Context: an optimization exercise on an open-source flow, tuned for small area, a short achievable clock period and few clock cycles per item. The choices shown serve that exercise and are no tape-out recipe.
The RTL was checked by simulation tests, not by an equivalence proof against the original design.

// top_module
module top_module(clk, reset, INIT, READY, DONE,
                  input_ram_en, input_ram_addr, input_ram_data,
                  filter_rom_en, filter_rom_addr, filter_rom_data,
                  conv_valid, conv_out);
Settings: LEC_CHECK=0, CAP_MARGIN=20, CORE_MARGIN=2, CORE_UTILIZATION=40, PLACE_DENSITY=0.6, SETUP_SLACK_MARGIN=3.4, SLEW_MARGIN=20, SYNTH_HIERARCHICAL=1, SYNTH_MINIMUM_KEEP_SIZE=0; clock period 6.0 ns.
standard.sh (not shown) runs the stock make flow with config.mk's settings and CLKGATE_MAP_FILE= SYNTH_SCRIPT=/design/flow/synth_recipe.tcl, a recipe that flattens the netlist after the stock synthesis.
==> flow/flow/run.sh <==
#!/bin/bash
# Layout flow: the standard ORFS flow (standard.sh), with two changes:
#  - the port buffers that global placement puts on every input and output are
#    sky130_fd_sc_hd__buf_1 cells (timing repair may still resize them);
#  - clock tree synthesis arguments: -sink_clustering_enable -repair_clock_nets -dont_use_dummy_load -buf_list sky130_fd_sc_hd__clkbuf_8 -sink_clustering_size 15 -sink_clustering_max_diameter 60
# The whole make output goes to flow_make.log in the work folder; ORFS also keeps
# each step's own log under orfs/logs/.
set -euo pipefail
export BUFFER_PORTS_ARGS="-buffer_cell sky130_fd_sc_hd__buf_1"
export CTS_ARGS="-sink_clustering_enable -repair_clock_nets -dont_use_dummy_load -buf_list sky130_fd_sc_hd__clkbuf_8 -sink_clustering_size 15 -sink_clustering_max_diameter 60"
bash standard.sh "BUFFER_PORTS_ARGS=$BUFFER_PORTS_ARGS" "CTS_ARGS=$CTS_ARGS" finish > flow_make.log 2>&1
The first run finished with timing, DRC and antenna clean.
Testbench counts at the start, summed over its fixed seeds: cycles 8,320, items 4,112.
Next try:
--- a/flow/design.v
+++ b/flow/design.v
@@ -2610,37 +2610,26 @@
 assign a1753 = ~(acc[13] & g_q[0]);
 assign a1754 = ~(acc[14] & g_q[0]);
 assign a1755 = ~(acc[15] & g_q[0]);
 assign a1756 = ~(acc[16] & g_q[0]);
 assign a1757 = ~(acc[17] & g_q[0]);
 assign a1758 = ~(acc[18] & g_q[0]);
 assign a1759 = ~(acc[19] & g_q[0]);
-xnor_cell u_s1760 (.a(k3_1722), .b(k3_1723), .y(s1760));
-or_cell u_c1761 (.a(k3_1722), .b(k3_1723), .y(c1761));
-xnor_cell u_s1762 (.a(k3_1725), .b(k3_1726), .y(s1762));
-or_cell u_c1763 (.a(k3_1725), .b(k3_1726), .y(c1763));
-xnor_cell u_s1764 (.a(k3_1727), .b(k3_1728), .y(s1764));
-or_cell u_c1765 (.a(k3_1727), .b(k3_1728), .y(c1765));
-xnor_cell u_s1766 (.a(k3_1711), .b(k3_1712), .y(s1766));
-or_cell u_c1767 (.a(k3_1711), .b(k3_1712), .y(c1767));
-xnor_cell u_s1768 (.a(k3_1713), .b(a1741), .y(s1768));
-or_cell u_c1769 (.a(k3_1713), .b(a1741), .y(c1769));
-xnor_cell u_s1770 (.a(k3_1714), .b(a1742), .y(s1770));
-or_cell u_c1771 (.a(k3_1714), .b(a1742), .y(c1771));
+hai_cell u_s1760 (.a(k3_1722), .b(k3_1723), .s(s1760), .co(c1761));
+hai_cell u_s1762 (.a(k3_1725), .b(k3_1726), .s(s1762), .co(c1763));
+hai_cell u_s1764 (.a(k3_1727), .b(k3_1728), .s(s1764), .co(c1765));
+hai_cell u_s1766 (.a(k3_1711), .b(k3_1712), .s(s1766), .co(c1767));
+hai_cell u_s1768 (.a(k3_1713), .b(a1741), .s(s1768), .co(c1769));
+hai_cell u_s1770 (.a(k3_1714), .b(a1742), .s(s1770), .co(c1771));
 fa_cell u_s1772 (.a(k3_1715), .b(k3_1716), .c(a1743), .s(s1772), .co(c1773));
-xnor_cell u_s1774 (.a(k3_1717), .b(a1744), .y(s1774));
-or_cell u_c1775 (.a(k3_1717), .b(a1744), .y(c1775));
-xnor_cell u_s1776 (.a(k3_1718), .b(a1745), .y(s1776));
-or_cell u_c1777 (.a(k3_1718), .b(a1745), .y(c1777));
-xnor_cell u_s1778 (.a(k3_1719), .b(a1746), .y(s1778));
-or_cell u_c1779 (.a(k3_1719), .b(a1746), .y(c1779));
-xnor_cell u_s1780 (.a(k3_1720), .b(a1747), .y(s1780));
-or_cell u_c1781 (.a(k3_1720), .b(a1747), .y(c1781));
-xnor_cell u_s1782 (.a(k3_1721), .b(a1748), .y(s1782));
-or_cell u_c1783 (.a(k3_1721), .b(a1748), .y(c1783));
+hai_cell u_s1774 (.a(k3_1717), .b(a1744), .s(s1774), .co(c1775));
+hai_cell u_s1776 (.a(k3_1718), .b(a1745), .s(s1776), .co(c1777));
+hai_cell u_s1778 (.a(k3_1719), .b(a1746), .s(s1778), .co(c1779));
+hai_cell u_s1780 (.a(k3_1720), .b(a1747), .s(s1780), .co(c1781));
+hai_cell u_s1782 (.a(k3_1721), .b(a1748), .s(s1782), .co(c1783));
 fa_cell u_s1784 (.a(k3_1724), .b(a1749), .c(s1760), .s(s1784), .co(c1785));
 fa_cell u_s1786 (.a(a1750), .b(c1761), .c(s1762), .s(s1786), .co(c1787));
 fa_cell u_s1788 (.a(a1751), .b(c1763), .c(s1764), .s(s1788), .co(c1789));
 fa_cell u_s1790 (.a(k3_1729), .b(a1752), .c(c1765), .s(s1790), .co(c1791));
 fa_cell u_s1792 (.a(k3_1730), .b(k3_1731), .c(a1753), .s(s1792), .co(c1793));
 fa_cell u_s1794 (.a(k3_1732), .b(k3_1733), .c(a1754), .s(s1794), .co(c1795));
 fa_cell u_s1796 (.a(k3_1734), .b(k3_1735), .c(a1755), .s(s1796), .co(c1797));
@@ -3174,13 +3163,11 @@
     acc <= ~({a1759, a1758, s1800, s1798, s1796, s1794, s1792, s1790, s1788, s1786, s1784, s1782, s1780, s1778, s1776, s1774, s1772, s1770, s1768, s1766} + {1'b1, c1801, c1799, c1797, c1795, c1793, c1791, c1789, c1787, c1785, c1783, c1781, c1779, c1777, c1775, c1773, c1771, c1769, c1767, a1740} + 20'd1);
 assign conv_out = acc;
 endmodule
 module fa_cell(input a, input b, input c, output s, output co);
 assign s = a ^ b ^ c;
 assign co = (a & b) | (a & c) | (b & c);
 endmodule
-module xnor_cell(input a, input b, output y);
-assign y = ~(a ^ b);
-endmodule
-module or_cell(input a, input b, output y);
-assign y = a | b;
+module hai_cell(input a, input b, output s, output co);
+assign s = ~(a ^ b);
+assign co = a | b;
 endmodule
The new run passed the timing, DRC and antenna checks.
Final cell count went up by 1.5%.
Area after synthesis came out higher by 0.69%.
Count of clock-buffer cells in the layout increases by 1.
Setup slack gains 0.032 ns.
Register-to-register slack got worse by 0.03 ns.
Testbench counts after the change, summed over its fixed seeds: cycles 8,320, items 4,112.

==> port drivers added, routing unchanged <==
The results above use ideal ports. As a check the final layouts listed here were re-extracted and re-timed, cells and wires unchanged.
Step 1 (the two cells are an assumption about what drives the block):
set clk [get_ports {clk}]
set_driving_cell -lib_cell sky130_fd_sc_hd__clkbuf_16 $clk
set_driving_cell -lib_cell sky130_fd_sc_hd__buf_2 [delete_from_list [all_inputs] $clk]
Step 2 moves the port delays by t, midway between the first and last clock arrival at a register: inputs arrive t later, outputs are due t later. That takes back most of the time a late clock gives input paths.
Three values: ideal ports, drivers, drivers and shift; two values: the first two.
run | t, ns | setup slack, ns | worst slew at a driven data input, ns | cell pins on the clock port's net
the first run | 0.662 | 3.358 / 3.393 / 2.731 | 0.06 | 1
the second run | 0.689 | 3.390 / 3.404 / 2.732 | 0.06 | 1
After both steps setup and hold are still met in every run listed. For the second run, which loses most, drivers alone change the setup slack by +0.014 ns; drivers and shift together by -0.658 ns.
